This design comes from an exercise in tuning for small area on the open sky130 flow, not from production work. Only simulation tests tie the RTL to the original design; equivalence was not proved. Power and IR drop assume default switching activity.

<file path="flow/flow/run.sh">
#!/bin/bash
# Layout: the standard flow, with single-drive buffers on the ports, a
# clock tree of larger sink clusters without dummy loads, and ABC mapping
# with a mildly relaxed delay target (less area).
set -euo pipefail
rm -rf scripts
cp -r "$FLOW_HOME/scripts" scripts
sed -i 's/^&nf$/\&nf -R 50/' scripts/abc_speed.script
export SCRIPTS_DIR="$PWD/scripts"
export BUFFER_PORTS_ARGS="-buffer_cell sky130_fd_sc_hd__buf_1"
export CTS_ARGS="-sink_clustering_enable -repair_clock_nets -dont_use_dummy_load -sink_clustering_size 24 -sink_clustering_max_diameter 110"
bash standard.sh > standard.log 2>&1
</file>
<file path="flow/standard.sh">
#!/bin/bash
# synth_recipe.tcl (not shown) runs the flow's synth.tcl, then flattens the netlist and writes it again
# the make line also repeats each setting of config.mk as NAME=value (left out here)
make -C /OpenROAD-flow-scripts/flow DESIGN_CONFIG=/design/flow/config.mk WORK_HOME=/design/flow/orfs CLKGATE_MAP_FILE= SYNTH_SCRIPT=/design/flow/synth_recipe.tcl "${@:-finish}"
</file>
<file path="flow/config.mk">
export PLATFORM = sky130hd
export DESIGN_NAME = top_module
export DESIGN_NICKNAME = top_module
export VERILOG_FILES = /design/flow/design.v
export SDC_FILE = /design/flow/constraint.sdc
export NUM_CORES = 4
export LEC_CHECK = 0
export CAP_MARGIN = 20
export CORE_MARGIN = 2
export CORE_UTILIZATION = 50
export PLACE_DENSITY = 0.65
export SLEW_MARGIN = 20
</file>
<file path="flow/constraint.sdc">
create_clock -name core_clock -period 12.0 [get_ports {clk}]
set_input_delay 2.4000 -clock core_clock [delete_from_list [all_inputs] [get_ports {clk}]]
set_output_delay 2.4000 -clock core_clock [all_outputs]
set_load 0.01 [all_outputs]
</file>
<file path="flow/design.v">
module converter (
    input wire [15:0] fixed_in,
    output reg [13:0] code_out
);
    reg sign;
    reg [15:0] magnitude;
    reg [2:0] cls;
    reg [9:0] x;
    always @(*) begin
        sign = fixed_in[15];
        magnitude = sign ? (~fixed_in + 16'd1) : fixed_in;
        casez (magnitude[15:10])
            6'b1?????: begin cls = 3'd6; x = magnitude[14:5]; end
            6'b01????: begin cls = 3'd5; x = magnitude[13:4]; end
            6'b001???: begin cls = 3'd4; x = magnitude[12:3]; end
            6'b0001??: begin cls = 3'd3; x = magnitude[11:2]; end
            6'b00001?: begin cls = 3'd2; x = magnitude[10:1]; end
            6'b000001: begin cls = 3'd1; x = magnitude[9:0]; end
            default:   begin cls = 3'd0; x = magnitude[9:0]; end
        endcase
        code_out = {sign, cls, x};
    end
endmodule
module code_to_fp16 (
    input wire [13:0] code,
    output reg [15:0] fp16
);
    reg [2:0] cls;
    reg [9:0] x;
    reg [4:0] exponent;
    reg [9:0] mantissa;
    always @(*) begin
        cls = code[12:10];
        x = code[9:0];
        if (cls != 3'd0) begin
            exponent = 5'd24 + {2'd0, cls};
            mantissa = x;
        end else begin
            casez (x)
                10'b1?????????: begin exponent = 5'd24; mantissa = {x[8:0], 1'b0}; end
                10'b01????????: begin exponent = 5'd23; mantissa = {x[7:0], 2'b0}; end
                10'b001???????: begin exponent = 5'd22; mantissa = {x[6:0], 3'b0}; end
                10'b0001??????: begin exponent = 5'd21; mantissa = {x[5:0], 4'b0}; end
                10'b00001?????: begin exponent = 5'd20; mantissa = {x[4:0], 5'b0}; end
                10'b000001????: begin exponent = 5'd19; mantissa = {x[3:0], 6'b0}; end
                10'b0000001???: begin exponent = 5'd18; mantissa = {x[2:0], 7'b0}; end
                10'b00000001??: begin exponent = 5'd17; mantissa = {x[1:0], 8'b0}; end
                10'b000000001?: begin exponent = 5'd16; mantissa = {x[0], 9'b0}; end
                10'b0000000001: begin exponent = 5'd15; mantissa = 10'd0; end
                default:        begin exponent = 5'd0;  mantissa = 10'd0; end
            endcase
        end
        fp16 = {code[13], exponent, mantissa};
    end
endmodule
module fifo (
    input wire clk,
    input wire reset,
    input wire write_enable,
    input wire [13:0] write_data,
    input wire read_enable,
    output reg [13:0] read_data,
    output wire read_strobe,
    output wire empty_flag,
    output wire full_flag
);
    reg [13:0] memory [0:63];
    reg [6:0] write_pointer, read_pointer;
    reg wrap_w, wrap_r;
    reg [6:0] write_pointer_sync, read_pointer_sync;
    wire [6:0] write_code = write_pointer | {7{wrap_w}};
    wire [6:0] read_code  = read_pointer  | {7{wrap_r}};
    assign empty_flag = (read_code == write_pointer_sync);
    assign full_flag  = (write_code == (read_pointer_sync ^ 7'h40));
    reg [13:0] read_word;
    integer k;
    always @(*) begin
        read_word = 14'd0;
        for (k = 0; k < 64; k = k + 1)
            read_word = read_word | ({14{read_pointer[5:0] == k}} & memory[k]);
    end
    wire do_write = write_enable && !full_flag;
    wire do_read  = read_enable && !empty_flag;
    assign read_strobe = !reset && do_read;
    always @(posedge clk or posedge reset) begin
        if (reset) begin
            write_pointer <= 7'd0;
            wrap_w <= 1'b0;
        end else if (do_write) begin
            write_pointer <= write_pointer + 7'd1;
            wrap_w <= (write_pointer == 7'd127);
        end
    end
    always @(posedge clk) begin
        if (do_write)
            memory[write_pointer[5:0]] <= write_data;
    end
    always @(posedge clk or posedge reset) begin
        if (reset) begin
            read_pointer <= 7'd0;
            wrap_r <= 1'b0;
        end else if (do_read) begin
            read_pointer <= read_pointer + 7'd1;
            wrap_r <= (read_pointer == 7'd127);
        end
    end
    always @(posedge clk) begin
        if (read_strobe)
            read_data <= read_word;
    end
    always @(posedge clk) begin
        write_pointer_sync <= write_code;
        read_pointer_sync <= read_code;
    end
endmodule
module imem (
    input wire clk,
    input wire rst,
    input wire shift_enable,
    input wire read_strobe,
    input wire [13:0] new_value,
    input wire [5:0] tap,
    output wire [13:0] tap_code
);
    reg [13:0] ring [0:63];
    reg [13:0] last;
    reg shift_d;
    reg shifted;
    reg [5:0] valid_count;
    reg pend0, pend1;
    reg [13:0] held_value;
    integer i;
    wire use0 = pend0 && (tap == 6'd0);
    wire use1 = pend1 && (tap == 6'd1);
    wire [13:0] fill = use0 ? new_value : (use1 ? held_value : ring[0]);
    wire [13:0] head = (use0 || use1) ? fill : (shifted ? last : ring[0]);
    always @(posedge clk or posedge rst) begin
        if (rst) begin
            shift_d <= 1'b0;
            shifted <= 1'b0;
            valid_count <= 6'd0;
            pend0 <= 1'b0;
            pend1 <= 1'b0;
        end else begin
            shift_d <= shift_enable;
            if (shift_d) begin
                if (valid_count != 6'd63)
                    valid_count <= valid_count + 6'd1;
                pend0 <= 1'b1;
                pend1 <= pend0;
                shifted <= 1'b1;
            end else begin
                if (use0) pend0 <= 1'b0;
                if (use1) pend1 <= 1'b0;
                if (tap == 6'd63) shifted <= 1'b0;
            end
        end
    end
    always @(posedge clk) begin
        if (read_strobe)
            held_value <= new_value;
    end
    always @(posedge clk) begin
        for (i = 0; i < 63; i = i + 1)
            ring[i] <= ring[i+1];
        ring[63] <= last;
        last <= fill;
    end
    assign tap_code = (tap < valid_count) ? head : 14'd0;
endmodule
module alu_mac (
    input wire clk,
    input wire reset,
    input wire [15:0] d_element,
    input wire [1023:0] cmem,
    output reg [5:0] tap_index,
    output reg [31:0] out,
    output reg done
);
    reg [31:0] sum;
    reg [15:0] cmem_element;
    integer k;
    always @(*) begin
        cmem_element = 16'd0;
        for (k = 0; k < 63; k = k + 1)
            cmem_element = cmem_element | ({16{tap_index == k}} & cmem[k*16 +: 16]);
    end
    wire [31:0] next_sum;
    mac_tree mac_tree_inst (
        .d(d_element),
        .c(cmem_element),
        .acc((tap_index == 6'd0) ? 32'd0 : sum),
        .s(next_sum)
    );
    always @(posedge clk or posedge reset) begin
        if (reset) begin
            tap_index <= 6'd0;
            out <= 32'd0;
            done <= 1'b0;
        end else begin
            tap_index <= tap_index + 6'd1;
            done <= (tap_index == 6'd63);
            if (tap_index == 6'd63)
                out <= sum;
        end
    end
    always @(posedge clk) begin
        sum <= next_sum;
    end
endmodule
module mac_tree (input wire [15:0] d, input wire [15:0] c, input wire [31:0] acc, output wire [31:0] s);
    wire p1 = d[0] & c[0];
    wire p2 = d[0] & c[1];
    wire p3 = d[0] & c[2];
    wire p4 = d[0] & c[3];
    wire p5 = d[0] & c[4];
    wire p6 = d[0] & c[5];
    wire p7 = d[0] & c[6];
    wire p8 = d[0] & c[7];
    wire p9 = d[0] & c[8];
    wire p10 = d[0] & c[9];
    wire p11 = d[0] & c[10];
    wire p12 = d[0] & c[11];
    wire p13 = d[0] & c[12];
    wire p14 = d[0] & c[13];
    wire p15 = d[0] & c[14];
    wire p16 = d[0] & c[15];
    wire p17 = d[1] & c[0];
    wire p18 = d[1] & c[1];
    wire p19 = d[1] & c[2];
    wire p20 = d[1] & c[3];
    wire p21 = d[1] & c[4];
    wire p22 = d[1] & c[5];
    wire p23 = d[1] & c[6];
    wire p24 = d[1] & c[7];
    wire p25 = d[1] & c[8];
    wire p26 = d[1] & c[9];
    wire p27 = d[1] & c[10];
    wire p28 = d[1] & c[11];
    wire p29 = d[1] & c[12];
    wire p30 = d[1] & c[13];
    wire p31 = d[1] & c[14];
    wire p32 = d[1] & c[15];
    wire p33 = d[2] & c[0];
    wire p34 = d[2] & c[1];
    wire p35 = d[2] & c[2];
    wire p36 = d[2] & c[3];
    wire p37 = d[2] & c[4];
    wire p38 = d[2] & c[5];
    wire p39 = d[2] & c[6];
    wire p40 = d[2] & c[7];
    wire p41 = d[2] & c[8];
    wire p42 = d[2] & c[9];
    wire p43 = d[2] & c[10];
    wire p44 = d[2] & c[11];
    wire p45 = d[2] & c[12];
    wire p46 = d[2] & c[13];
    wire p47 = d[2] & c[14];
    wire p48 = d[2] & c[15];
    wire p49 = d[3] & c[0];
    wire p50 = d[3] & c[1];
    wire p51 = d[3] & c[2];
    wire p52 = d[3] & c[3];
    wire p53 = d[3] & c[4];
    wire p54 = d[3] & c[5];
    wire p55 = d[3] & c[6];
    wire p56 = d[3] & c[7];
    wire p57 = d[3] & c[8];
    wire p58 = d[3] & c[9];
    wire p59 = d[3] & c[10];
    wire p60 = d[3] & c[11];
    wire p61 = d[3] & c[12];
    wire p62 = d[3] & c[13];
    wire p63 = d[3] & c[14];
    wire p64 = d[3] & c[15];
    wire p65 = d[4] & c[0];
    wire p66 = d[4] & c[1];
    wire p67 = d[4] & c[2];
    wire p68 = d[4] & c[3];
    wire p69 = d[4] & c[4];
    wire p70 = d[4] & c[5];
    wire p71 = d[4] & c[6];
    wire p72 = d[4] & c[7];
    wire p73 = d[4] & c[8];
    wire p74 = d[4] & c[9];
    wire p75 = d[4] & c[10];
    wire p76 = d[4] & c[11];
    wire p77 = d[4] & c[12];
    wire p78 = d[4] & c[13];
    wire p79 = d[4] & c[14];
    wire p80 = d[4] & c[15];
    wire p81 = d[5] & c[0];
    wire p82 = d[5] & c[1];
    wire p83 = d[5] & c[2];
    wire p84 = d[5] & c[3];
    wire p85 = d[5] & c[4];
    wire p86 = d[5] & c[5];
    wire p87 = d[5] & c[6];
    wire p88 = d[5] & c[7];
    wire p89 = d[5] & c[8];
    wire p90 = d[5] & c[9];
    wire p91 = d[5] & c[10];
    wire p92 = d[5] & c[11];
    wire p93 = d[5] & c[12];
    wire p94 = d[5] & c[13];
    wire p95 = d[5] & c[14];
    wire p96 = d[5] & c[15];
    wire p97 = d[6] & c[0];
    wire p98 = d[6] & c[1];
    wire p99 = d[6] & c[2];
    wire p100 = d[6] & c[3];
    wire p101 = d[6] & c[4];
    wire p102 = d[6] & c[5];
    wire p103 = d[6] & c[6];
    wire p104 = d[6] & c[7];
    wire p105 = d[6] & c[8];
    wire p106 = d[6] & c[9];
    wire p107 = d[6] & c[10];
    wire p108 = d[6] & c[11];
    wire p109 = d[6] & c[12];
    wire p110 = d[6] & c[13];
    wire p111 = d[6] & c[14];
    wire p112 = d[6] & c[15];
    wire p113 = d[7] & c[0];
    wire p114 = d[7] & c[1];
    wire p115 = d[7] & c[2];
    wire p116 = d[7] & c[3];
    wire p117 = d[7] & c[4];
    wire p118 = d[7] & c[5];
    wire p119 = d[7] & c[6];
    wire p120 = d[7] & c[7];
    wire p121 = d[7] & c[8];
    wire p122 = d[7] & c[9];
    wire p123 = d[7] & c[10];
    wire p124 = d[7] & c[11];
    wire p125 = d[7] & c[12];
    wire p126 = d[7] & c[13];
    wire p127 = d[7] & c[14];
    wire p128 = d[7] & c[15];
    wire p129 = d[8] & c[0];
    wire p130 = d[8] & c[1];
    wire p131 = d[8] & c[2];
    wire p132 = d[8] & c[3];
    wire p133 = d[8] & c[4];
    wire p134 = d[8] & c[5];
    wire p135 = d[8] & c[6];
    wire p136 = d[8] & c[7];
    wire p137 = d[8] & c[8];
    wire p138 = d[8] & c[9];
    wire p139 = d[8] & c[10];
    wire p140 = d[8] & c[11];
    wire p141 = d[8] & c[12];
    wire p142 = d[8] & c[13];
    wire p143 = d[8] & c[14];
    wire p144 = d[8] & c[15];
    wire p145 = d[9] & c[0];
    wire p146 = d[9] & c[1];
    wire p147 = d[9] & c[2];
    wire p148 = d[9] & c[3];
    wire p149 = d[9] & c[4];
    wire p150 = d[9] & c[5];
    wire p151 = d[9] & c[6];
    wire p152 = d[9] & c[7];
    wire p153 = d[9] & c[8];
    wire p154 = d[9] & c[9];
    wire p155 = d[9] & c[10];
    wire p156 = d[9] & c[11];
    wire p157 = d[9] & c[12];
    wire p158 = d[9] & c[13];
    wire p159 = d[9] & c[14];
    wire p160 = d[9] & c[15];
    wire p161 = d[10] & c[0];
    wire p162 = d[10] & c[1];
    wire p163 = d[10] & c[2];
    wire p164 = d[10] & c[3];
    wire p165 = d[10] & c[4];
    wire p166 = d[10] & c[5];
    wire p167 = d[10] & c[6];
    wire p168 = d[10] & c[7];
    wire p169 = d[10] & c[8];
    wire p170 = d[10] & c[9];
    wire p171 = d[10] & c[10];
    wire p172 = d[10] & c[11];
    wire p173 = d[10] & c[12];
    wire p174 = d[10] & c[13];
    wire p175 = d[10] & c[14];
    wire p176 = d[10] & c[15];
    wire p177 = d[11] & c[0];
    wire p178 = d[11] & c[1];
    wire p179 = d[11] & c[2];
    wire p180 = d[11] & c[3];
    wire p181 = d[11] & c[4];
    wire p182 = d[11] & c[5];
    wire p183 = d[11] & c[6];
    wire p184 = d[11] & c[7];
    wire p185 = d[11] & c[8];
    wire p186 = d[11] & c[9];
    wire p187 = d[11] & c[10];
    wire p188 = d[11] & c[11];
    wire p189 = d[11] & c[12];
    wire p190 = d[11] & c[13];
    wire p191 = d[11] & c[14];
    wire p192 = d[11] & c[15];
    wire p193 = d[12] & c[0];
    wire p194 = d[12] & c[1];
    wire p195 = d[12] & c[2];
    wire p196 = d[12] & c[3];
    wire p197 = d[12] & c[4];
    wire p198 = d[12] & c[5];
    wire p199 = d[12] & c[6];
    wire p200 = d[12] & c[7];
    wire p201 = d[12] & c[8];
    wire p202 = d[12] & c[9];
    wire p203 = d[12] & c[10];
    wire p204 = d[12] & c[11];
    wire p205 = d[12] & c[12];
    wire p206 = d[12] & c[13];
    wire p207 = d[12] & c[14];
    wire p208 = d[12] & c[15];
    wire p209 = d[13] & c[0];
    wire p210 = d[13] & c[1];
    wire p211 = d[13] & c[2];
    wire p212 = d[13] & c[3];
    wire p213 = d[13] & c[4];
    wire p214 = d[13] & c[5];
    wire p215 = d[13] & c[6];
    wire p216 = d[13] & c[7];
    wire p217 = d[13] & c[8];
    wire p218 = d[13] & c[9];
    wire p219 = d[13] & c[10];
    wire p220 = d[13] & c[11];
    wire p221 = d[13] & c[12];
    wire p222 = d[13] & c[13];
    wire p223 = d[13] & c[14];
    wire p224 = d[13] & c[15];
    wire p225 = d[14] & c[0];
    wire p226 = d[14] & c[1];
    wire p227 = d[14] & c[2];
    wire p228 = d[14] & c[3];
    wire p229 = d[14] & c[4];
    wire p230 = d[14] & c[5];
    wire p231 = d[14] & c[6];
    wire p232 = d[14] & c[7];
    wire p233 = d[14] & c[8];
    wire p234 = d[14] & c[9];
    wire p235 = d[14] & c[10];
    wire p236 = d[14] & c[11];
    wire p237 = d[14] & c[12];
    wire p238 = d[14] & c[13];
    wire p239 = d[14] & c[14];
    wire p240 = d[14] & c[15];
    wire p241 = d[15] & c[0];
    wire p242 = d[15] & c[1];
    wire p243 = d[15] & c[2];
    wire p244 = d[15] & c[3];
    wire p245 = d[15] & c[4];
    wire p246 = d[15] & c[5];
    wire p247 = d[15] & c[6];
    wire p248 = d[15] & c[7];
    wire p249 = d[15] & c[8];
    wire p250 = d[15] & c[9];
    wire p251 = d[15] & c[10];
    wire p252 = d[15] & c[11];
    wire p253 = d[15] & c[12];
    wire p254 = d[15] & c[13];
    wire p255 = d[15] & c[14];
    wire p256 = d[15] & c[15];
    wire a257 = acc[0];
    wire a258 = acc[1];
    wire a259 = acc[2];
    wire a260 = acc[3];
    wire a261 = acc[4];
    wire a262 = acc[5];
    wire a263 = acc[6];
    wire a264 = acc[7];
    wire a265 = acc[8];
    wire a266 = acc[9];
    wire a267 = acc[10];
    wire a268 = acc[11];
    wire a269 = acc[12];
    wire a270 = acc[13];
    wire a271 = acc[14];
    wire a272 = acc[15];
    wire a273 = acc[16];
    wire a274 = acc[17];
    wire a275 = acc[18];
    wire a276 = acc[19];
    wire a277 = acc[20];
    wire a278 = acc[21];
    wire a279 = acc[22];
    wire a280 = acc[23];
    wire a281 = acc[24];
    wire a282 = acc[25];
    wire a283 = acc[26];
    wire a284 = acc[27];
    wire a285 = acc[28];
    wire a286 = acc[29];
    wire a287 = acc[30];
    wire a288 = acc[31];
    wire s289 = p13 ^ p28;
    wire c290 = p13 & p28;
    wire s291 = p14 ^ p29 ^ p44;
    wire c292 = (p14 & p29) | (p14 & p44) | (p29 & p44);
    wire s293 = p59 ^ p74;
    wire c294 = p59 & p74;
    wire s295 = p15 ^ p30 ^ p45;
    wire c296 = (p15 & p30) | (p15 & p45) | (p30 & p45);
    wire s297 = p60 ^ p75 ^ p90;
    wire c298 = (p60 & p75) | (p60 & p90) | (p75 & p90);
    wire s299 = p105 ^ p120;
    wire c300 = p105 & p120;
    wire s301 = p16 ^ p31 ^ p46;
    wire c302 = (p16 & p31) | (p16 & p46) | (p31 & p46);
    wire s303 = p61 ^ p76 ^ p91;
    wire c304 = (p61 & p76) | (p61 & p91) | (p76 & p91);
    wire s305 = p106 ^ p121 ^ p136;
    wire c306 = (p106 & p121) | (p106 & p136) | (p121 & p136);
    wire s307 = p151 ^ p166;
    wire c308 = p151 & p166;
    wire s309 = p32 ^ p47 ^ p62;
    wire c310 = (p32 & p47) | (p32 & p62) | (p47 & p62);
    wire s311 = p77 ^ p92 ^ p107;
    wire c312 = (p77 & p92) | (p77 & p107) | (p92 & p107);
    wire s313 = p122 ^ p137 ^ p152;
    wire c314 = (p122 & p137) | (p122 & p152) | (p137 & p152);
    wire s315 = p167 ^ p182;
    wire c316 = p167 & p182;
    wire s317 = p48 ^ p63 ^ p78;
    wire c318 = (p48 & p63) | (p48 & p78) | (p63 & p78);
    wire s319 = p93 ^ p108 ^ p123;
    wire c320 = (p93 & p108) | (p93 & p123) | (p108 & p123);
    wire s321 = p138 ^ p153 ^ p168;
    wire c322 = (p138 & p153) | (p138 & p168) | (p153 & p168);
    wire s323 = p64 ^ p79 ^ p94;
    wire c324 = (p64 & p79) | (p64 & p94) | (p79 & p94);
    wire s325 = p109 ^ p124 ^ p139;
    wire c326 = (p109 & p124) | (p109 & p139) | (p124 & p139);
    wire s327 = p80 ^ p95 ^ p110;
    wire c328 = (p80 & p95) | (p80 & p110) | (p95 & p110);
    wire s329 = p9 ^ p24;
    wire c330 = p9 & p24;
    wire s331 = p10 ^ p25 ^ p40;
    wire c332 = (p10 & p25) | (p10 & p40) | (p25 & p40);
    wire s333 = p55 ^ p70;
    wire c334 = p55 & p70;
    wire s335 = p11 ^ p26 ^ p41;
    wire c336 = (p11 & p26) | (p11 & p41) | (p26 & p41);
    wire s337 = p56 ^ p71 ^ p86;
    wire c338 = (p56 & p71) | (p56 & p86) | (p71 & p86);
    wire s339 = p101 ^ p116;
    wire c340 = p101 & p116;
    wire s341 = p12 ^ p27 ^ p42;
    wire c342 = (p12 & p27) | (p12 & p42) | (p27 & p42);
    wire s343 = p57 ^ p72 ^ p87;
    wire c344 = (p57 & p72) | (p57 & p87) | (p72 & p87);
    wire s345 = p102 ^ p117 ^ p132;
    wire c346 = (p102 & p117) | (p102 & p132) | (p117 & p132);
    wire s347 = p147 ^ p162;
    wire c348 = p147 & p162;
    wire s349 = s289 ^ p43 ^ p58;
    wire c350 = (s289 & p43) | (s289 & p58) | (p43 & p58);
    wire s351 = p73 ^ p88 ^ p103;
    wire c352 = (p73 & p88) | (p73 & p103) | (p88 & p103);
    wire s353 = p118 ^ p133 ^ p148;
    wire c354 = (p118 & p133) | (p118 & p148) | (p133 & p148);
    wire s355 = p163 ^ p178 ^ p193;
    wire c356 = (p163 & p178) | (p163 & p193) | (p178 & p193);
    wire s357 = s291 ^ s293 ^ p89;
    wire c358 = (s291 & s293) | (s291 & p89) | (s293 & p89);
    wire s359 = p104 ^ p119 ^ p134;
    wire c360 = (p104 & p119) | (p104 & p134) | (p119 & p134);
    wire s361 = p149 ^ p164 ^ p179;
    wire c362 = (p149 & p164) | (p149 & p179) | (p164 & p179);
    wire s363 = p194 ^ p209 ^ a270;
    wire c364 = (p194 & p209) | (p194 & a270) | (p209 & a270);
    wire s365 = s295 ^ s297 ^ s299;
    wire c366 = (s295 & s297) | (s295 & s299) | (s297 & s299);
    wire s367 = p135 ^ p150 ^ p165;
    wire c368 = (p135 & p150) | (p135 & p165) | (p150 & p165);
    wire s369 = p180 ^ p195 ^ p210;
    wire c370 = (p180 & p195) | (p180 & p210) | (p195 & p210);
    wire s371 = p225 ^ a271 ^ c292;
    wire c372 = (p225 & a271) | (p225 & c292) | (a271 & c292);
    wire s373 = s301 ^ s303 ^ s305;
    wire c374 = (s301 & s303) | (s301 & s305) | (s303 & s305);
    wire s375 = s307 ^ p181 ^ p196;
    wire c376 = (s307 & p181) | (s307 & p196) | (p181 & p196);
    wire s377 = p211 ^ p226 ^ p241;
    wire c378 = (p211 & p226) | (p211 & p241) | (p226 & p241);
    wire s379 = a272 ^ c296 ^ c298;
    wire c380 = (a272 & c296) | (a272 & c298) | (c296 & c298);
    wire s381 = s309 ^ s311 ^ s313;
    wire c382 = (s309 & s311) | (s309 & s313) | (s311 & s313);
    wire s383 = s315 ^ p197 ^ p212;
    wire c384 = (s315 & p197) | (s315 & p212) | (p197 & p212);
    wire s385 = p227 ^ p242 ^ a273;
    wire c386 = (p227 & p242) | (p227 & a273) | (p242 & a273);
    wire s387 = c302 ^ c304 ^ c306;
    wire c388 = (c302 & c304) | (c302 & c306) | (c304 & c306);
    wire s389 = s317 ^ s319 ^ s321;
    wire c390 = (s317 & s319) | (s317 & s321) | (s319 & s321);
    wire s391 = p183 ^ p198 ^ p213;
    wire c392 = (p183 & p198) | (p183 & p213) | (p198 & p213);
    wire s393 = p228 ^ p243 ^ a274;
    wire c394 = (p228 & p243) | (p228 & a274) | (p243 & a274);
    wire s395 = c310 ^ c312 ^ c314;
    wire c396 = (c310 & c312) | (c310 & c314) | (c312 & c314);
    wire s397 = s323 ^ s325 ^ p154;
    wire c398 = (s323 & s325) | (s323 & p154) | (s325 & p154);
    wire s399 = p169 ^ p184 ^ p199;
    wire c400 = (p169 & p184) | (p169 & p199) | (p184 & p199);
    wire s401 = p214 ^ p229 ^ p244;
    wire c402 = (p214 & p229) | (p214 & p244) | (p229 & p244);
    wire s403 = a275 ^ c318 ^ c320;
    wire c404 = (a275 & c318) | (a275 & c320) | (c318 & c320);
    wire s405 = s327 ^ p125 ^ p140;
    wire c406 = (s327 & p125) | (s327 & p140) | (p125 & p140);
    wire s407 = p155 ^ p170 ^ p185;
    wire c408 = (p155 & p170) | (p155 & p185) | (p170 & p185);
    wire s409 = p200 ^ p215 ^ p230;
    wire c410 = (p200 & p215) | (p200 & p230) | (p215 & p230);
    wire s411 = p245 ^ a276 ^ c324;
    wire c412 = (p245 & a276) | (p245 & c324) | (a276 & c324);
    wire s413 = p96 ^ p111 ^ p126;
    wire c414 = (p96 & p111) | (p96 & p126) | (p111 & p126);
    wire s415 = p141 ^ p156 ^ p171;
    wire c416 = (p141 & p156) | (p141 & p171) | (p156 & p171);
    wire s417 = p186 ^ p201 ^ p216;
    wire c418 = (p186 & p201) | (p186 & p216) | (p201 & p216);
    wire s419 = p231 ^ p246 ^ a277;
    wire c420 = (p231 & p246) | (p231 & a277) | (p246 & a277);
    wire s421 = p112 ^ p127 ^ p142;
    wire c422 = (p112 & p127) | (p112 & p142) | (p127 & p142);
    wire s423 = p157 ^ p172 ^ p187;
    wire c424 = (p157 & p172) | (p157 & p187) | (p172 & p187);
    wire s425 = p202 ^ p217 ^ p232;
    wire c426 = (p202 & p217) | (p202 & p232) | (p217 & p232);
    wire s427 = p128 ^ p143 ^ p158;
    wire c428 = (p128 & p143) | (p128 & p158) | (p143 & p158);
    wire s429 = p173 ^ p188 ^ p203;
    wire c430 = (p173 & p188) | (p173 & p203) | (p188 & p203);
    wire s431 = p144 ^ p159 ^ p174;
    wire c432 = (p144 & p159) | (p144 & p174) | (p159 & p174);
    wire s433 = p6 ^ p21;
    wire c434 = p6 & p21;
    wire s435 = p7 ^ p22 ^ p37;
    wire c436 = (p7 & p22) | (p7 & p37) | (p22 & p37);
    wire s437 = p52 ^ p67;
    wire c438 = p52 & p67;
    wire s439 = p8 ^ p23 ^ p38;
    wire c440 = (p8 & p23) | (p8 & p38) | (p23 & p38);
    wire s441 = p53 ^ p68 ^ p83;
    wire c442 = (p53 & p68) | (p53 & p83) | (p68 & p83);
    wire s443 = p98 ^ p113;
    wire c444 = p98 & p113;
    wire s445 = s329 ^ p39 ^ p54;
    wire c446 = (s329 & p39) | (s329 & p54) | (p39 & p54);
    wire s447 = p69 ^ p84 ^ p99;
    wire c448 = (p69 & p84) | (p69 & p99) | (p84 & p99);
    wire s449 = p114 ^ p129 ^ a265;
    wire c450 = (p114 & p129) | (p114 & a265) | (p129 & a265);
    wire s451 = s331 ^ s333 ^ p85;
    wire c452 = (s331 & s333) | (s331 & p85) | (s333 & p85);
    wire s453 = p100 ^ p115 ^ p130;
    wire c454 = (p100 & p115) | (p100 & p130) | (p115 & p130);
    wire s455 = p145 ^ a266 ^ c330;
    wire c456 = (p145 & a266) | (p145 & c330) | (a266 & c330);
    wire s457 = s335 ^ s337 ^ s339;
    wire c458 = (s335 & s337) | (s335 & s339) | (s337 & s339);
    wire s459 = p131 ^ p146 ^ p161;
    wire c460 = (p131 & p146) | (p131 & p161) | (p146 & p161);
    wire s461 = a267 ^ c332 ^ c334;
    wire c462 = (a267 & c332) | (a267 & c334) | (c332 & c334);
    wire s463 = s341 ^ s343 ^ s345;
    wire c464 = (s341 & s343) | (s341 & s345) | (s343 & s345);
    wire s465 = s347 ^ p177 ^ a268;
    wire c466 = (s347 & p177) | (s347 & a268) | (p177 & a268);
    wire s467 = c336 ^ c338 ^ c340;
    wire c468 = (c336 & c338) | (c336 & c340) | (c338 & c340);
    wire s469 = s349 ^ s351 ^ s353;
    wire c470 = (s349 & s351) | (s349 & s353) | (s351 & s353);
    wire s471 = s355 ^ a269 ^ c342;
    wire c472 = (s355 & a269) | (s355 & c342) | (a269 & c342);
    wire s473 = c344 ^ c346 ^ c348;
    wire c474 = (c344 & c346) | (c344 & c348) | (c346 & c348);
    wire s475 = s357 ^ s359 ^ s361;
    wire c476 = (s357 & s359) | (s357 & s361) | (s359 & s361);
    wire s477 = s363 ^ c290 ^ c350;
    wire c478 = (s363 & c290) | (s363 & c350) | (c290 & c350);
    wire s479 = c352 ^ c354 ^ c356;
    wire c480 = (c352 & c354) | (c352 & c356) | (c354 & c356);
    wire s481 = s365 ^ s367 ^ s369;
    wire c482 = (s365 & s367) | (s365 & s369) | (s367 & s369);
    wire s483 = s371 ^ c294 ^ c358;
    wire c484 = (s371 & c294) | (s371 & c358) | (c294 & c358);
    wire s485 = c360 ^ c362 ^ c364;
    wire c486 = (c360 & c362) | (c360 & c364) | (c362 & c364);
    wire s487 = s373 ^ s375 ^ s377;
    wire c488 = (s373 & s375) | (s373 & s377) | (s375 & s377);
    wire s489 = s379 ^ c300 ^ c366;
    wire c490 = (s379 & c300) | (s379 & c366) | (c300 & c366);
    wire s491 = c368 ^ c370 ^ c372;
    wire c492 = (c368 & c370) | (c368 & c372) | (c370 & c372);
    wire s493 = s381 ^ s383 ^ s385;
    wire c494 = (s381 & s383) | (s381 & s385) | (s383 & s385);
    wire s495 = s387 ^ c308 ^ c374;
    wire c496 = (s387 & c308) | (s387 & c374) | (c308 & c374);
    wire s497 = c376 ^ c378 ^ c380;
    wire c498 = (c376 & c378) | (c376 & c380) | (c378 & c380);
    wire s499 = s389 ^ s391 ^ s393;
    wire c500 = (s389 & s391) | (s389 & s393) | (s391 & s393);
    wire s501 = s395 ^ c316 ^ c382;
    wire c502 = (s395 & c316) | (s395 & c382) | (c316 & c382);
    wire s503 = c384 ^ c386 ^ c388;
    wire c504 = (c384 & c386) | (c384 & c388) | (c386 & c388);
    wire s505 = s397 ^ s399 ^ s401;
    wire c506 = (s397 & s399) | (s397 & s401) | (s399 & s401);
    wire s507 = s403 ^ c322 ^ c390;
    wire c508 = (s403 & c322) | (s403 & c390) | (c322 & c390);
    wire s509 = c392 ^ c394 ^ c396;
    wire c510 = (c392 & c394) | (c392 & c396) | (c394 & c396);
    wire s511 = s405 ^ s407 ^ s409;
    wire c512 = (s405 & s407) | (s405 & s409) | (s407 & s409);
    wire s513 = s411 ^ c326 ^ c398;
    wire c514 = (s411 & c326) | (s411 & c398) | (c326 & c398);
    wire s515 = c400 ^ c402 ^ c404;
    wire c516 = (c400 & c402) | (c400 & c404) | (c402 & c404);
    wire s517 = s413 ^ s415 ^ s417;
    wire c518 = (s413 & s415) | (s413 & s417) | (s415 & s417);
    wire s519 = s419 ^ c328 ^ c406;
    wire c520 = (s419 & c328) | (s419 & c406) | (c328 & c406);
    wire s521 = c408 ^ c410 ^ c412;
    wire c522 = (c408 & c410) | (c408 & c412) | (c410 & c412);
    wire s523 = s421 ^ s423 ^ s425;
    wire c524 = (s421 & s423) | (s421 & s425) | (s423 & s425);
    wire s525 = p247 ^ a278 ^ c414;
    wire c526 = (p247 & a278) | (p247 & c414) | (a278 & c414);
    wire s527 = c416 ^ c418 ^ c420;
    wire c528 = (c416 & c418) | (c416 & c420) | (c418 & c420);
    wire s529 = s427 ^ s429 ^ p218;
    wire c530 = (s427 & s429) | (s427 & p218) | (s429 & p218);
    wire s531 = p233 ^ p248 ^ a279;
    wire c532 = (p233 & p248) | (p233 & a279) | (p248 & a279);
    wire s533 = c422 ^ c424 ^ c426;
    wire c534 = (c422 & c424) | (c422 & c426) | (c424 & c426);
    wire s535 = s431 ^ p189 ^ p204;
    wire c536 = (s431 & p189) | (s431 & p204) | (p189 & p204);
    wire s537 = p219 ^ p234 ^ p249;
    wire c538 = (p219 & p234) | (p219 & p249) | (p234 & p249);
    wire s539 = a280 ^ c428 ^ c430;
    wire c540 = (a280 & c428) | (a280 & c430) | (c428 & c430);
    wire s541 = p160 ^ p175 ^ p190;
    wire c542 = (p160 & p175) | (p160 & p190) | (p175 & p190);
    wire s543 = p205 ^ p220 ^ p235;
    wire c544 = (p205 & p220) | (p205 & p235) | (p220 & p235);
    wire s545 = p250 ^ a281 ^ c432;
    wire c546 = (p250 & a281) | (p250 & c432) | (a281 & c432);
    wire s547 = p176 ^ p191 ^ p206;
    wire c548 = (p176 & p191) | (p176 & p206) | (p191 & p206);
    wire s549 = p221 ^ p236 ^ p251;
    wire c550 = (p221 & p236) | (p221 & p251) | (p236 & p251);
    wire s551 = p192 ^ p207 ^ p222;
    wire c552 = (p192 & p207) | (p192 & p222) | (p207 & p222);
    wire s553 = p4 ^ p19;
    wire c554 = p4 & p19;
    wire s555 = p5 ^ p20 ^ p35;
    wire c556 = (p5 & p20) | (p5 & p35) | (p20 & p35);
    wire s557 = p50 ^ p65;
    wire c558 = p50 & p65;
    wire s559 = s433 ^ p36 ^ p51;
    wire c560 = (s433 & p36) | (s433 & p51) | (p36 & p51);
    wire s561 = p66 ^ p81 ^ a262;
    wire c562 = (p66 & p81) | (p66 & a262) | (p81 & a262);
    wire s563 = s435 ^ s437 ^ p82;
    wire c564 = (s435 & s437) | (s435 & p82) | (s437 & p82);
    wire s565 = p97 ^ a263 ^ c434;
    wire c566 = (p97 & a263) | (p97 & c434) | (a263 & c434);
    wire s567 = s439 ^ s441 ^ s443;
    wire c568 = (s439 & s441) | (s439 & s443) | (s441 & s443);
    wire s569 = a264 ^ c436 ^ c438;
    wire c570 = (a264 & c436) | (a264 & c438) | (c436 & c438);
    wire s571 = s445 ^ s447 ^ s449;
    wire c572 = (s445 & s447) | (s445 & s449) | (s447 & s449);
    wire s573 = c440 ^ c442 ^ c444;
    wire c574 = (c440 & c442) | (c440 & c444) | (c442 & c444);
    wire s575 = s451 ^ s453 ^ s455;
    wire c576 = (s451 & s453) | (s451 & s455) | (s453 & s455);
    wire s577 = c446 ^ c448 ^ c450;
    wire c578 = (c446 & c448) | (c446 & c450) | (c448 & c450);
    wire s579 = s457 ^ s459 ^ s461;
    wire c580 = (s457 & s459) | (s457 & s461) | (s459 & s461);
    wire s581 = c452 ^ c454 ^ c456;
    wire c582 = (c452 & c454) | (c452 & c456) | (c454 & c456);
    wire s583 = s463 ^ s465 ^ s467;
    wire c584 = (s463 & s465) | (s463 & s467) | (s465 & s467);
    wire s585 = c458 ^ c460 ^ c462;
    wire c586 = (c458 & c460) | (c458 & c462) | (c460 & c462);
    wire s587 = s469 ^ s471 ^ s473;
    wire c588 = (s469 & s471) | (s469 & s473) | (s471 & s473);
    wire s589 = c464 ^ c466 ^ c468;
    wire c590 = (c464 & c466) | (c464 & c468) | (c466 & c468);
    wire s591 = s475 ^ s477 ^ s479;
    wire c592 = (s475 & s477) | (s475 & s479) | (s477 & s479);
    wire s593 = c470 ^ c472 ^ c474;
    wire c594 = (c470 & c472) | (c470 & c474) | (c472 & c474);
    wire s595 = s481 ^ s483 ^ s485;
    wire c596 = (s481 & s483) | (s481 & s485) | (s483 & s485);
    wire s597 = c476 ^ c478 ^ c480;
    wire c598 = (c476 & c478) | (c476 & c480) | (c478 & c480);
    wire s599 = s487 ^ s489 ^ s491;
    wire c600 = (s487 & s489) | (s487 & s491) | (s489 & s491);
    wire s601 = c482 ^ c484 ^ c486;
    wire c602 = (c482 & c484) | (c482 & c486) | (c484 & c486);
    wire s603 = s493 ^ s495 ^ s497;
    wire c604 = (s493 & s495) | (s493 & s497) | (s495 & s497);
    wire s605 = c488 ^ c490 ^ c492;
    wire c606 = (c488 & c490) | (c488 & c492) | (c490 & c492);
    wire s607 = s499 ^ s501 ^ s503;
    wire c608 = (s499 & s501) | (s499 & s503) | (s501 & s503);
    wire s609 = c494 ^ c496 ^ c498;
    wire c610 = (c494 & c496) | (c494 & c498) | (c496 & c498);
    wire s611 = s505 ^ s507 ^ s509;
    wire c612 = (s505 & s507) | (s505 & s509) | (s507 & s509);
    wire s613 = c500 ^ c502 ^ c504;
    wire c614 = (c500 & c502) | (c500 & c504) | (c502 & c504);
    wire s615 = s511 ^ s513 ^ s515;
    wire c616 = (s511 & s513) | (s511 & s515) | (s513 & s515);
    wire s617 = c506 ^ c508 ^ c510;
    wire c618 = (c506 & c508) | (c506 & c510) | (c508 & c510);
    wire s619 = s517 ^ s519 ^ s521;
    wire c620 = (s517 & s519) | (s517 & s521) | (s519 & s521);
    wire s621 = c512 ^ c514 ^ c516;
    wire c622 = (c512 & c514) | (c512 & c516) | (c514 & c516);
    wire s623 = s523 ^ s525 ^ s527;
    wire c624 = (s523 & s525) | (s523 & s527) | (s525 & s527);
    wire s625 = c518 ^ c520 ^ c522;
    wire c626 = (c518 & c520) | (c518 & c522) | (c520 & c522);
    wire s627 = s529 ^ s531 ^ s533;
    wire c628 = (s529 & s531) | (s529 & s533) | (s531 & s533);
    wire s629 = c524 ^ c526 ^ c528;
    wire c630 = (c524 & c526) | (c524 & c528) | (c526 & c528);
    wire s631 = s535 ^ s537 ^ s539;
    wire c632 = (s535 & s537) | (s535 & s539) | (s537 & s539);
    wire s633 = c530 ^ c532 ^ c534;
    wire c634 = (c530 & c532) | (c530 & c534) | (c532 & c534);
    wire s635 = s541 ^ s543 ^ s545;
    wire c636 = (s541 & s543) | (s541 & s545) | (s543 & s545);
    wire s637 = c536 ^ c538 ^ c540;
    wire c638 = (c536 & c538) | (c536 & c540) | (c538 & c540);
    wire s639 = s547 ^ s549 ^ a282;
    wire c640 = (s547 & s549) | (s547 & a282) | (s549 & a282);
    wire s641 = c542 ^ c544 ^ c546;
    wire c642 = (c542 & c544) | (c542 & c546) | (c544 & c546);
    wire s643 = s551 ^ p237 ^ p252;
    wire c644 = (s551 & p237) | (s551 & p252) | (p237 & p252);
    wire s645 = a283 ^ c548 ^ c550;
    wire c646 = (a283 & c548) | (a283 & c550) | (c548 & c550);
    wire s647 = p208 ^ p223 ^ p238;
    wire c648 = (p208 & p223) | (p208 & p238) | (p223 & p238);
    wire s649 = p253 ^ a284 ^ c552;
    wire c650 = (p253 & a284) | (p253 & c552) | (a284 & c552);
    wire s651 = p224 ^ p239 ^ p254;
    wire c652 = (p224 & p239) | (p224 & p254) | (p239 & p254);
    wire s653 = p3 ^ p18;
    wire c654 = p3 & p18;
    wire s655 = s553 ^ p34 ^ p49;
    wire c656 = (s553 & p34) | (s553 & p49) | (p34 & p49);
    wire s657 = s555 ^ s557 ^ a261;
    wire c658 = (s555 & s557) | (s555 & a261) | (s557 & a261);
    wire s659 = s559 ^ s561 ^ c556;
    wire c660 = (s559 & s561) | (s559 & c556) | (s561 & c556);
    wire s661 = s563 ^ s565 ^ c560;
    wire c662 = (s563 & s565) | (s563 & c560) | (s565 & c560);
    wire s663 = s567 ^ s569 ^ c564;
    wire c664 = (s567 & s569) | (s567 & c564) | (s569 & c564);
    wire s665 = s571 ^ s573 ^ c568;
    wire c666 = (s571 & s573) | (s571 & c568) | (s573 & c568);
    wire s667 = s575 ^ s577 ^ c572;
    wire c668 = (s575 & s577) | (s575 & c572) | (s577 & c572);
    wire s669 = s579 ^ s581 ^ c576;
    wire c670 = (s579 & s581) | (s579 & c576) | (s581 & c576);
    wire s671 = s583 ^ s585 ^ c580;
    wire c672 = (s583 & s585) | (s583 & c580) | (s585 & c580);
    wire s673 = s587 ^ s589 ^ c584;
    wire c674 = (s587 & s589) | (s587 & c584) | (s589 & c584);
    wire s675 = s591 ^ s593 ^ c588;
    wire c676 = (s591 & s593) | (s591 & c588) | (s593 & c588);
    wire s677 = s595 ^ s597 ^ c592;
    wire c678 = (s595 & s597) | (s595 & c592) | (s597 & c592);
    wire s679 = s599 ^ s601 ^ c596;
    wire c680 = (s599 & s601) | (s599 & c596) | (s601 & c596);
    wire s681 = s603 ^ s605 ^ c600;
    wire c682 = (s603 & s605) | (s603 & c600) | (s605 & c600);
    wire s683 = s607 ^ s609 ^ c604;
    wire c684 = (s607 & s609) | (s607 & c604) | (s609 & c604);
    wire s685 = s611 ^ s613 ^ c608;
    wire c686 = (s611 & s613) | (s611 & c608) | (s613 & c608);
    wire s687 = s615 ^ s617 ^ c612;
    wire c688 = (s615 & s617) | (s615 & c612) | (s617 & c612);
    wire s689 = s619 ^ s621 ^ c616;
    wire c690 = (s619 & s621) | (s619 & c616) | (s621 & c616);
    wire s691 = s623 ^ s625 ^ c620;
    wire c692 = (s623 & s625) | (s623 & c620) | (s625 & c620);
    wire s693 = s627 ^ s629 ^ c624;
    wire c694 = (s627 & s629) | (s627 & c624) | (s629 & c624);
    wire s695 = s631 ^ s633 ^ c628;
    wire c696 = (s631 & s633) | (s631 & c628) | (s633 & c628);
    wire s697 = s635 ^ s637 ^ c632;
    wire c698 = (s635 & s637) | (s635 & c632) | (s637 & c632);
    wire s699 = s639 ^ s641 ^ c636;
    wire c700 = (s639 & s641) | (s639 & c636) | (s641 & c636);
    wire s701 = s643 ^ s645 ^ c640;
    wire c702 = (s643 & s645) | (s643 & c640) | (s645 & c640);
    wire s703 = s647 ^ s649 ^ c644;
    wire c704 = (s647 & s649) | (s647 & c644) | (s649 & c644);
    wire s705 = s651 ^ a285 ^ c648;
    wire c706 = (s651 & a285) | (s651 & c648) | (a285 & c648);
    wire s707 = p240 ^ p255 ^ a286;
    wire c708 = (p240 & p255) | (p240 & a286) | (p255 & a286);
    wire s709 = p2 ^ p17;
    wire c710 = p2 & p17;
    wire s711 = s653 ^ p33 ^ a259;
    wire c712 = (s653 & p33) | (s653 & a259) | (p33 & a259);
    wire s713 = s655 ^ a260 ^ c654;
    wire c714 = (s655 & a260) | (s655 & c654) | (a260 & c654);
    wire s715 = s657 ^ c554 ^ c656;
    wire c716 = (s657 & c554) | (s657 & c656) | (c554 & c656);
    wire s717 = s659 ^ c558 ^ c658;
    wire c718 = (s659 & c558) | (s659 & c658) | (c558 & c658);
    wire s719 = s661 ^ c562 ^ c660;
    wire c720 = (s661 & c562) | (s661 & c660) | (c562 & c660);
    wire s721 = s663 ^ c566 ^ c662;
    wire c722 = (s663 & c566) | (s663 & c662) | (c566 & c662);
    wire s723 = s665 ^ c570 ^ c664;
    wire c724 = (s665 & c570) | (s665 & c664) | (c570 & c664);
    wire s725 = s667 ^ c574 ^ c666;
    wire c726 = (s667 & c574) | (s667 & c666) | (c574 & c666);
    wire s727 = s669 ^ c578 ^ c668;
    wire c728 = (s669 & c578) | (s669 & c668) | (c578 & c668);
    wire s729 = s671 ^ c582 ^ c670;
    wire c730 = (s671 & c582) | (s671 & c670) | (c582 & c670);
    wire s731 = s673 ^ c586 ^ c672;
    wire c732 = (s673 & c586) | (s673 & c672) | (c586 & c672);
    wire s733 = s675 ^ c590 ^ c674;
    wire c734 = (s675 & c590) | (s675 & c674) | (c590 & c674);
    wire s735 = s677 ^ c594 ^ c676;
    wire c736 = (s677 & c594) | (s677 & c676) | (c594 & c676);
    wire s737 = s679 ^ c598 ^ c678;
    wire c738 = (s679 & c598) | (s679 & c678) | (c598 & c678);
    wire s739 = s681 ^ c602 ^ c680;
    wire c740 = (s681 & c602) | (s681 & c680) | (c602 & c680);
    wire s741 = s683 ^ c606 ^ c682;
    wire c742 = (s683 & c606) | (s683 & c682) | (c606 & c682);
    wire s743 = s685 ^ c610 ^ c684;
    wire c744 = (s685 & c610) | (s685 & c684) | (c610 & c684);
    wire s745 = s687 ^ c614 ^ c686;
    wire c746 = (s687 & c614) | (s687 & c686) | (c614 & c686);
    wire s747 = s689 ^ c618 ^ c688;
    wire c748 = (s689 & c618) | (s689 & c688) | (c618 & c688);
    wire s749 = s691 ^ c622 ^ c690;
    wire c750 = (s691 & c622) | (s691 & c690) | (c622 & c690);
    wire s751 = s693 ^ c626 ^ c692;
    wire c752 = (s693 & c626) | (s693 & c692) | (c626 & c692);
    wire s753 = s695 ^ c630 ^ c694;
    wire c754 = (s695 & c630) | (s695 & c694) | (c630 & c694);
    wire s755 = s697 ^ c634 ^ c696;
    wire c756 = (s697 & c634) | (s697 & c696) | (c634 & c696);
    wire s757 = s699 ^ c638 ^ c698;
    wire c758 = (s699 & c638) | (s699 & c698) | (c638 & c698);
    wire s759 = s701 ^ c642 ^ c700;
    wire c760 = (s701 & c642) | (s701 & c700) | (c642 & c700);
    wire s761 = s703 ^ c646 ^ c702;
    wire c762 = (s703 & c646) | (s703 & c702) | (c646 & c702);
    wire s763 = s705 ^ c650 ^ c704;
    wire c764 = (s705 & c650) | (s705 & c704) | (c650 & c704);
    wire s765 = s707 ^ c652 ^ c706;
    wire c766 = (s707 & c652) | (s707 & c706) | (c652 & c706);
    wire s767 = p256 ^ a287 ^ c708;
    wire c768 = (p256 & a287) | (p256 & c708) | (a287 & c708);
    assign s = {a288, s767, s765, s763, s761, s759, s757, s755, s753, s751, s749, s747, s745, s743, s741, s739, s737, s735, s733, s731, s729, s727, s725, s723, s721, s719, s717, s715, s713, s711, s709, p1} + {c768, c766, c764, c762, c760, c758, c756, c754, c752, c750, c748, c746, c744, c742, c740, c738, c736, c734, c732, c730, c728, c726, c724, c722, c720, c718, c716, c714, c712, c710, a258, a257};
endmodule
module control (
    input wire clk,
    input wire reset,
    input wire fifo_full,
    input wire fifo_empty,
    input wire mac_done,
    output reg write_enable,
    output reg read_enable,
    output reg shift_enable,
    output reg done
);
    reg reset_sync1, reset_sync2;
    always @(posedge clk) begin
        reset_sync1 <= reset;
        reset_sync2 <= reset_sync1;
    end
    localparam [2:0] READ_IDLE  = 3'd0,
                     FIFO_READ  = 3'd1,
                     IMEM_SHIFT = 3'd2,
                     START_MAC  = 3'd3,
                     WAIT_DONE  = 3'd4;
    reg write_state;
    reg [2:0] read_state;
    reg [2:0] next_read_state;
    always @(*) begin
        case (read_state)
            READ_IDLE:  next_read_state = fifo_empty ? READ_IDLE : FIFO_READ;
            FIFO_READ:  next_read_state = IMEM_SHIFT;
            IMEM_SHIFT: next_read_state = START_MAC;
            START_MAC:  next_read_state = WAIT_DONE;
            WAIT_DONE:  next_read_state = mac_done ? READ_IDLE : WAIT_DONE;
            default:    next_read_state = READ_IDLE;
        endcase
    end
    always @(posedge clk or posedge reset_sync2) begin
        if (reset_sync2) begin
            write_state <= 1'b0;
            write_enable <= 1'b0;
            read_state <= READ_IDLE;
            read_enable <= 1'b0;
            shift_enable <= 1'b0;
            done <= 1'b0;
        end else begin
            write_state <= !fifo_full;
            write_enable <= write_state;
            read_state <= next_read_state;
            read_enable <= (read_state == FIFO_READ);
            shift_enable <= (read_state == IMEM_SHIFT);
            done <= (read_state == WAIT_DONE) && mac_done;
        end
    end
endmodule
module datapath (
    input wire clk,
    input wire reset,
    input wire write_enable,
    input wire read_enable,
    input wire shift_enable,
    input wire [15:0] input_data,
    input wire [1023:0] cmem_data_in,
    output wire [31:0] result,
    output wire fifo_empty,
    output wire fifo_full,
    output wire done
);
    wire [13:0] in_code;
    wire [13:0] fifo_out;
    wire [13:0] tap_code;
    wire [15:0] tap_value;
    wire [5:0]  tap;
    wire        read_strobe;
    converter converter_inst (
        .fixed_in(input_data),
        .code_out(in_code)
    );
    fifo fifo_inst (
        .clk(clk),
        .reset(reset),
        .write_enable(write_enable),
        .write_data(in_code),
        .read_enable(read_enable),
        .read_data(fifo_out),
        .read_strobe(read_strobe),
        .empty_flag(fifo_empty),
        .full_flag(fifo_full)
    );
    imem imem_inst (
        .clk(clk),
        .rst(reset),
        .shift_enable(shift_enable),
        .read_strobe(read_strobe),
        .new_value(fifo_out),
        .tap(tap),
        .tap_code(tap_code)
    );
    code_to_fp16 decode_inst (
        .code(tap_code),
        .fp16(tap_value)
    );
    alu_mac alu_mac_inst (
        .clk(clk),
        .reset(reset),
        .d_element(tap_value),
        .cmem(cmem_data_in),
        .tap_index(tap),
        .out(result),
        .done(done)
    );
endmodule
module top_module (
    input wire clk,                 
    input wire reset,               
    input wire [15:0] input_data,   
    input wire [1023:0] cmem_data_in,  
    output wire [31:0] result,      
    output wire done                
);
    wire write_enable;
    wire read_enable;
    wire shift_enable;
    wire fifo_empty;
    wire fifo_full;
    wire mac_done;
    control control_inst (
        .clk(clk),
        .reset(reset),
        .fifo_full(fifo_full),
        .fifo_empty(fifo_empty),
        .mac_done(mac_done),
        .write_enable(write_enable),
        .read_enable(read_enable),
        .shift_enable(shift_enable),
        .done(done)
    );
    datapath datapath_inst (
        .clk(clk),
        .reset(reset),
        .write_enable(write_enable),
        .read_enable(read_enable),
        .shift_enable(shift_enable),
        .input_data(input_data),
        .cmem_data_in(cmem_data_in),
        .result(result),
        .fifo_empty(fifo_empty),
        .fifo_full(fifo_full),
        .done(mac_done)
    );
endmodule
</file>
==> reports/metrics.csv, run 1 <==
metric,value,unit
status,"complete, but fails checks",
violations,max-slew violations,
setup_violations,0,
syn2layout_area_growth,15.93,%
dpl-instance-area,80450,um2
cts_tree,done,
grt_pass1_vias,53210,
crit_required,12590,ps
final_common_cell,buf_1,
grt_max_degree,75,
hold_viol,0,
p_switching,0.002688,W
most-common-layout-cells,"buf_1, dfxtp_1, edfxtp_1",
synth_nets,6396,
p_int,0.008647,W
post-route-cell-area,83330,um2
crit_fanout,21,
place_congestion,1.169,
fin_crit_sh,0.9168,
worstSkewPairLatency,770,ps
start_kind,register,
critPathMaxStageDelay,870,ps
numCtsBuffers,96,
ant_nets,0,
routedWlPerCell,54.17,um
clockPowerShare,0.309,
power.total,0.01134,W
combPwrFrac,0.064,
async_flop_share,0.03734,
grt_util_all_layers,0.6036,
maxCapViolCount,0,
critPathKind,reg2reg,
ir_drop,0.1755,mV
top_level_ports,1075,
power.density,136.0,nW/um2
skew,71.90,ps
rr_startpoint,datapath_inst.alu_mac_inst.tap_index[2]$_DFF_PP0_,
start_util,0.5022,
seq_area_frac_synth,0.6782,
slew_violations,2,
drive_above_1_share,0.1080,
syn_avg_cell_area,14.19,um2
seqCellArea,48750,um2
num_rows,139,
cts_resized,0,
p_leak,29.58,nW
drtIter0Drc,11960,
coreArea,143100,um2
antenna_found_initial,194,
rsz0062_at_grt,false,
synthesis.area,71880,um2
drt-total-wl,452.4,mm
cpMaxStageDelayCell,dfrtp_1,
post_cts_buffers,0,
post-route-util,0.5822,
max_freq,90.89,MHz
ys_warn_count,7,
yosys.cell_types.count,78,
endpoint_kind,register,
switching_share,0.2372,
die_w,383.2,um
rrSetupSlack,1000,ps
fin_nets,7609,
multiInputGateArea,22420,um2
port_buffers,1058,
post-route-drc-count,0,
synth_flop_cell,dfxtp_1,
h-tree-depth,3,
cts.clk_slew.worst_paths,100,ps
fillCellCount,11580,
cts_buffer_depth,3,
synth_edf_count,924,
setup_tns,0,ps
syn_inst,5066,
worst_pin_slew,1511,ps
die_h,383.2,um
grt_pass1_wl,557.9,mm
relSlewSlack,-0.007300,
r2r-end,datapath_inst.alu_mac_inst.sum[29]$_DFF_P_,
reg2reg_depth,31,
clockRootBuffer,clkbuf_16,
clkSinkCount,1955,
via_per_inst,7.382,
grt_overflow_total,0,
seqPwrFrac,0.627,
dpl.hpwl,346.8,mm
hold_buffers,0,
finalCriticalPeriod,11000,ps
worstHoldPathType,reg2async,
vias,61660,
ys_ff_latch,1955,
cpMostUsedCell,fa_1,
cp_data_arrival_time,11600,ps
dr.pass1.iters,10,
die-area,146800,um2
final cells by class:
class	instances	area share
Timing Repair Buffer	1319	0.07128
Multi-Input combinational cell	2640	0.2691
Sequential cell	1955	0.5851
Clock buffer	96	0.02883
Antenna cell	172	0.005165
Inverter	267	0.01203
Tap cell	1903	0.02857
registers in the layout (all words and copies together) (netlist names), 14 cells and up:
signal,count
datapath_inst.alu_mac_inst.out,32
datapath_inst.fifo_inst.read_data,14
datapath_inst.fifo_inst.memory,896
datapath_inst.imem_inst.last,14
datapath_inst.imem_inst.ring,896
datapath_inst.alu_mac_inst.sum,32
datapath_inst.imem_inst.held_value,14
logic make-up after synthesis:
logic type / after synthesis / share of synthesized area
buffers and inverters: 471 / 0.02588
AOI/OAI and AO/OA: 1203 / 0.1332
xor gates and xnor gates: 76 / 0.009261
and+or+nand+nor: 1007 / 0.06984
DFF: 1955 / 0.6782
adders and majority gates: 289 / 0.07377
muxes: 65 / 0.009800
power by group through the flow:
stage / logic, W / clock network, W / registers [W]
after global routing: 0.000681 / 0.00364 / 0.00711
after floorplan: 0.000123 / 0 / 0.00728
final: 0.000729 / 0.00350 / 0.00711
after global placement: 0.000630 / 0 / 0.00726
after detailed placement: 0.000641 / 0 / 0.00726
after CTS: 0.000643 / 0.00341 / 0.00711
worst max-delay path by stage:
stage               slack (ps)                                    endpoint                                               from  depth (start not counted)
floorplan                 2710  datapath_inst.alu_mac_inst.sum[29]$_DFF_P_                                  cmem_data_in[669]                         27
global placement          1000  datapath_inst.alu_mac_inst.sum[29]$_DFF_P_                                  cmem_data_in[523]                         30
detailed placement        1000  datapath_inst.alu_mac_inst.sum[29]$_DFF_P_                                  cmem_data_in[523]                         30
CTS                       1500  datapath_inst.alu_mac_inst.sum[29]$_DFF_P_  datapath_inst.alu_mac_inst.tap_index[2]$_DFF_PP0_                         33
global route               900  datapath_inst.alu_mac_inst.sum[29]$_DFF_P_  datapath_inst.alu_mac_inst.tap_index[2]$_DFF_PP0_                         31
finish                    1000  datapath_inst.alu_mac_inst.sum[29]$_DFF_P_  datapath_inst.alu_mac_inst.tap_index[2]$_DFF_PP0_                         31
Yosys cell counts (24+ instances only):
cell      number  area share
dfxtp_1      958        0.27
fa_1         225       0.063
nor2_1       335       0.017
and3_1        25      0.0022
a22o_1       342       0.042
a21oi_1       88      0.0061
and2_1        63      0.0055
a22oi_1      250       0.026
edfxtp_1     924        0.39
nor3_1        45      0.0031
o21ai_0       61      0.0042
xor2_1        24      0.0029
inv_1        261       0.014
xnor2_1       52      0.0063
ha_1          63       0.011
clkbuf_1     162      0.0085
nand4_1      141       0.012
nand3_1       72      0.0050
dfrtp_1       73       0.025
mux2_2        43      0.0067
nand2_1      188      0.0098
a221oi_1     347       0.042
metal layers:
metal | wire [um] | track usage | share of wire | vias to the layer above
li1 | - | - | - | 21710
met1 | 141500 | 0.6652 | 0.31 | 30180
met2 | 165000 | 0.7551 | 0.36 | 7404
met3 | 93150 | 0.4429 | 0.21 | 2242
met4 | 50300 | 0.4910 | 0.11 | 116
met5 | 2404 | 0.1362 | 0.0053 | -
critical path, delay by kind of cell (launching register included):
kind                       cells  cell delay [ps]
adders and majority gates      7             3810
and+or+nand+nor                8             3060
AOI/OAI and AO/OA             10             1940
buffers and inverters          6             1100
DFF                            1              870
stage by stage:
stage	setup slack, ps	instances	hold slack (ps)
CTS	1495	8177	159.9
floorplan	2707	5066	97.83
finish	998.0	8352	173.3
detailed placement	1003	8081	187.5
global route	896.2	8248	181.0
global placement	998.0	8081	170.0
==> inputs of run 2 (changes only) <==
==> flow/flow/run.sh (replaced) <==
#!/bin/bash
# Layout: the standard flow, with single-drive buffers on the ports and
# a clock tree of larger sink clusters, without dummy loads.
set -euo pipefail
export BUFFER_PORTS_ARGS="-buffer_cell sky130_fd_sc_hd__buf_1"
export CTS_ARGS="-sink_clustering_enable -repair_clock_nets -dont_use_dummy_load -sink_clustering_size 24 -sink_clustering_max_diameter 110"
bash standard.sh > standard.log 2>&1
--- a/flow/config.mk
+++ b/flow/config.mk
@@ -7,6 +7,6 @@
 export LEC_CHECK = 0
 export CAP_MARGIN = 20
 export CORE_MARGIN = 2
-export CORE_UTILIZATION = 50
-export PLACE_DENSITY = 0.65
+export CORE_UTILIZATION = 40
+export PLACE_DENSITY = 0.6
 export SLEW_MARGIN = 20
==> reports/metrics.csv, run 2 <==
metric,value,unit,change
status,no timing/DRC/antenna violations,,
cts_resized,0,,unchanged
start_kind,register,,
syn2layout_area_growth,16.27,%,
yosys.cell_types.count,91,,+17%
synthesis.area,72780,um2,+1.3%
die-area,185400,um2,+26%
setup_tns,0,ps,unchanged
synth_edf_count,924,,unchanged
syn_avg_cell_area,13.83,um2,-2.6%
wl_met3,65.40,mm,-30%
fin_nets,7780,,+2.2%
relSlewSlack,0.1058,,+0.1131
max_freq,95.83,MHz,+5.4%
h-tree-depth,3,,unchanged
synth.top_cell.area_share,0.3812,,-0.004791
syn_inst,5264,,+3.9%
top_level_ports,1075,,unchanged
post_cts_buffers,0,,unchanged
clockRootBuffer,clkbuf_16,,
power.total,0.01116,W,-1.5%
numCtsBuffers,93,,-3.1%
post-route-drc-count,0,,unchanged
clkSinkCount,1955,,unchanged
reg2reg_depth,27,,-13%
rsz0062_at_grt,false,,
crit_required,12680,ps,+90 ps
finalCriticalPeriod,10440,ps,-566.8 ps
grt_max_degree,74,,-1.3%
p_leak,30.10,nW,+1.8%
drive_above_1_share,0.1065,,-0.001469
grt_util_all_layers,0.4874,,-0.1162
grt_pass1_vias,52590,,-1.2%
rr_startpoint,datapath_inst.alu_mac_inst.tap_index[4]$_DFF_PP0_,,
cts.clk_slew.worst_paths,90,ps,about the same
rrSetupSlack,1560,ps,+570 ps
cts_buffer_depth,3,,unchanged
endpoint_kind,register,,
start_util,0.4027,,-0.09950
hold_buffers,0,,unchanged
worstSkewPairLatency,810,ps,+40 ps
synth_common_cells,"dfxtp_1, edfxtp_1, a22oi_1, nor2_1, inv_1",,
m1WireLength,168.8,mm,+19%
synth_flop_cell,dfxtp_1,,
power.density,131.9,nW/um2,-3.0%
grt_pass1_wl,572.7,mm,+2.7%
slew_violations,0,,-2
top_layer,met5,,
most-common-layout-cells,"buf_1, dfxtp_1, edfxtp_1",,
dpl.hpwl,350.4,mm,+1.0%
ant_nets,0,,unchanged
critPathKind,reg2reg,,
fin_crit_sh,0.8696,,-0.04723
num_rows,156,,+12%
place_congestion,1.114,,-4.7%
antenna_found_initial,228,,+18%
dr.pass1.iters,7,,-3
yosysTopAreaCell,edfxtp_1,,
cts_tree,done,,
r2r-end,datapath_inst.alu_mac_inst.sum[27]$_DFF_P_,,
via_per_inst,6.591,,-11%
synth_area_leaders,"edfxtp_1, dfxtp_1, fa_1, a22oi_1, a221oi_1",,
grt_overflow_total,0,,unchanged
die_w,430.6,um,+12%
async_flop_share,0.03734,,unchanged
ys_ff_latch,1955,,unchanged
port_buffers,1058,,unchanged
die_h,430.6,um,+12%
met2RoutedLength,183.5,mm,+11%
synth.most_common_cell,dfxtp_1,,
seqCellArea,48750,um2,unchanged
worstHoldPathType,reg2async,,
ys_warn_count,7,,unchanged
setup_violations,0,,unchanged
skew,128.2,ps,+56.34 ps
crit_fanout,11,,-48%
vias,59020,,-4.3%
worst_pin_slew,1341,ps,-169.6 ps
hold_viol,0,,unchanged
drtIter0Drc,9987,,-16%
synth_nets,6594,,+3.1%
maxCapViolCount,0,,unchanged
cp_data_arrival_time,11110,ps,-490 ps
drt-total-wl,456.1,mm,+0.81%
ir_drop,0.1362,mV,-22%
multiInputGateArea,23200,um2,+3.5%
routedWlPerCell,50.93,um,-6.0%
coreArea,180700,um2,+26%
seq_area_frac_synth,0.6698,,-0.008418
final_common_cell,buf_1,,
fillCellCount,16500,,+42%
run 2: cell families (layout without fill, tap and decap cells):
family	after synthesis	count (layout)	synth area share
AO/OA/AOI/OAI	1237	1237	0.1331
AND/OR/NAND/NOR	1160	1160	0.08071
multiplexers	54	54	0.008028
adder cells (fa/ha/maj)	289	289	0.07286
buffers and inverters	499	1683	0.02704
other	0	137	0
XOR/XNOR	70	70	0.008424
flip-flops	1955	1955	0.6698
run 2: power by group:
group	leakage, nW	switching, W	internal, W
Clock	1.15	0.00199	0.00138
Combinational	12.0	0.000561	0.000118
Sequential	16.9	0.00000239	0.00711
run 2: through the flow:
stage	setup slack (ps)	std cells	utilization	hold slack (ps)	instance area, um2
floorplan	2830	5264	-	97.83	72780
global placement	1233	8713	0.4522	209.9	81740
detailed placement	1155	8714	0.4524	210.3	81760
CTS	1850	8807	0.4652	149.5	84090
global route	1186	8866	0.4670	151.5	84400
finish	1565	8955	0.4682	108.9	84620
run 2: worst max-delay path, stage by stage (launching register included):
cell and delay (ps):
dfrtp_1 650, buf_4 280, or2_2 520, buf_4 350
nor2_2 190, a22oi_1 740, nand4_1 240, or4_1 600
nor2_2 770, inv_1 380, nand2_1 180, fa_1 430
fa_1 550, inv_1 80, fa_1 530, inv_1 50
fa_1 530, fa_1 580, fa_1 570, inv_1 80
ha_1 390, nand2_1 130, a2111oi_0 420, buf_4 190
o2111a_1 310, o21a_1 230, o21ai_0 90, a211oi_1 260
run 2: layer usage:
layer | up-vias | GRT usage
met3 | 1271 | 0.2403
met2 | 5368 | 0.6509
met4 | 68 | 0.3482
met5 | - | 0
li1 | 22230 | -
met1 | 30090 | 0.6074
run 2: worst max path at each step:
stage / cells after the start / endpoint / start
global placement: 24 / datapath_inst.alu_mac_inst.sum[27]$_DFF_P_ / cmem_data_in[14]
global route: 27 / datapath_inst.alu_mac_inst.sum[27]$_DFF_P_ / datapath_inst.alu_mac_inst.tap_index[0]$_DFF_PP0_
floorplan: 26 / datapath_inst.alu_mac_inst.sum[29]$_DFF_P_ / cmem_data_in[8]
finish: 27 / datapath_inst.alu_mac_inst.sum[27]$_DFF_P_ / datapath_inst.alu_mac_inst.tap_index[4]$_DFF_PP0_
CTS: 30 / datapath_inst.alu_mac_inst.sum[31]$_DFF_P_ / datapath_inst.alu_mac_inst.tap_index[0]$_DFF_PP0_
detailed placement: 24 / datapath_inst.alu_mac_inst.sum[27]$_DFF_P_ / cmem_data_in[14]
run 2: layout make-up:
type	instances	area share
sequential	1955	0.5761
inverter	269	0.01195
timing repair buffer	1321	0.07112
tap	2370	0.03504
antenna	137	0.004051
clock buffer	93	0.02750
multi-input combinational	2810	0.2742

==> static timing again, ports no longer ideal <==
No port has a modelled driver above. Below, the same layouts with a new extraction and two added sets of constraints.
Step 1: set_driving_cell puts a clkbuf_16 on clk and a buf_2 on each other input, an assumption about the parent block.
Step 2 times the ports against the registers' clock, not the clock port: input delays grow and output delays shrink by t, the midpoint of the rising clock arrivals with the driver on.
Slacks: ideal ports / drivers / drivers and shift; pairs: ideal ports / drivers.
| run | t, ns | setup WS [ns] | worst setup path at the end | worst register clock-pin slew, ns |
|---|---|---|---|---|
| run 1 | 0.832 | 0.998 / 0.998 / 0.427 | input to register | 0.10 / 0.10 |
| run 2 | 0.819 | 1.565 / 1.565 / 0.855 | input to register | 0.10 / 0.10 |
For run 2, which loses most, drivers alone change the setup slack by 0.000 ns; drivers and shift together by -0.710 ns.
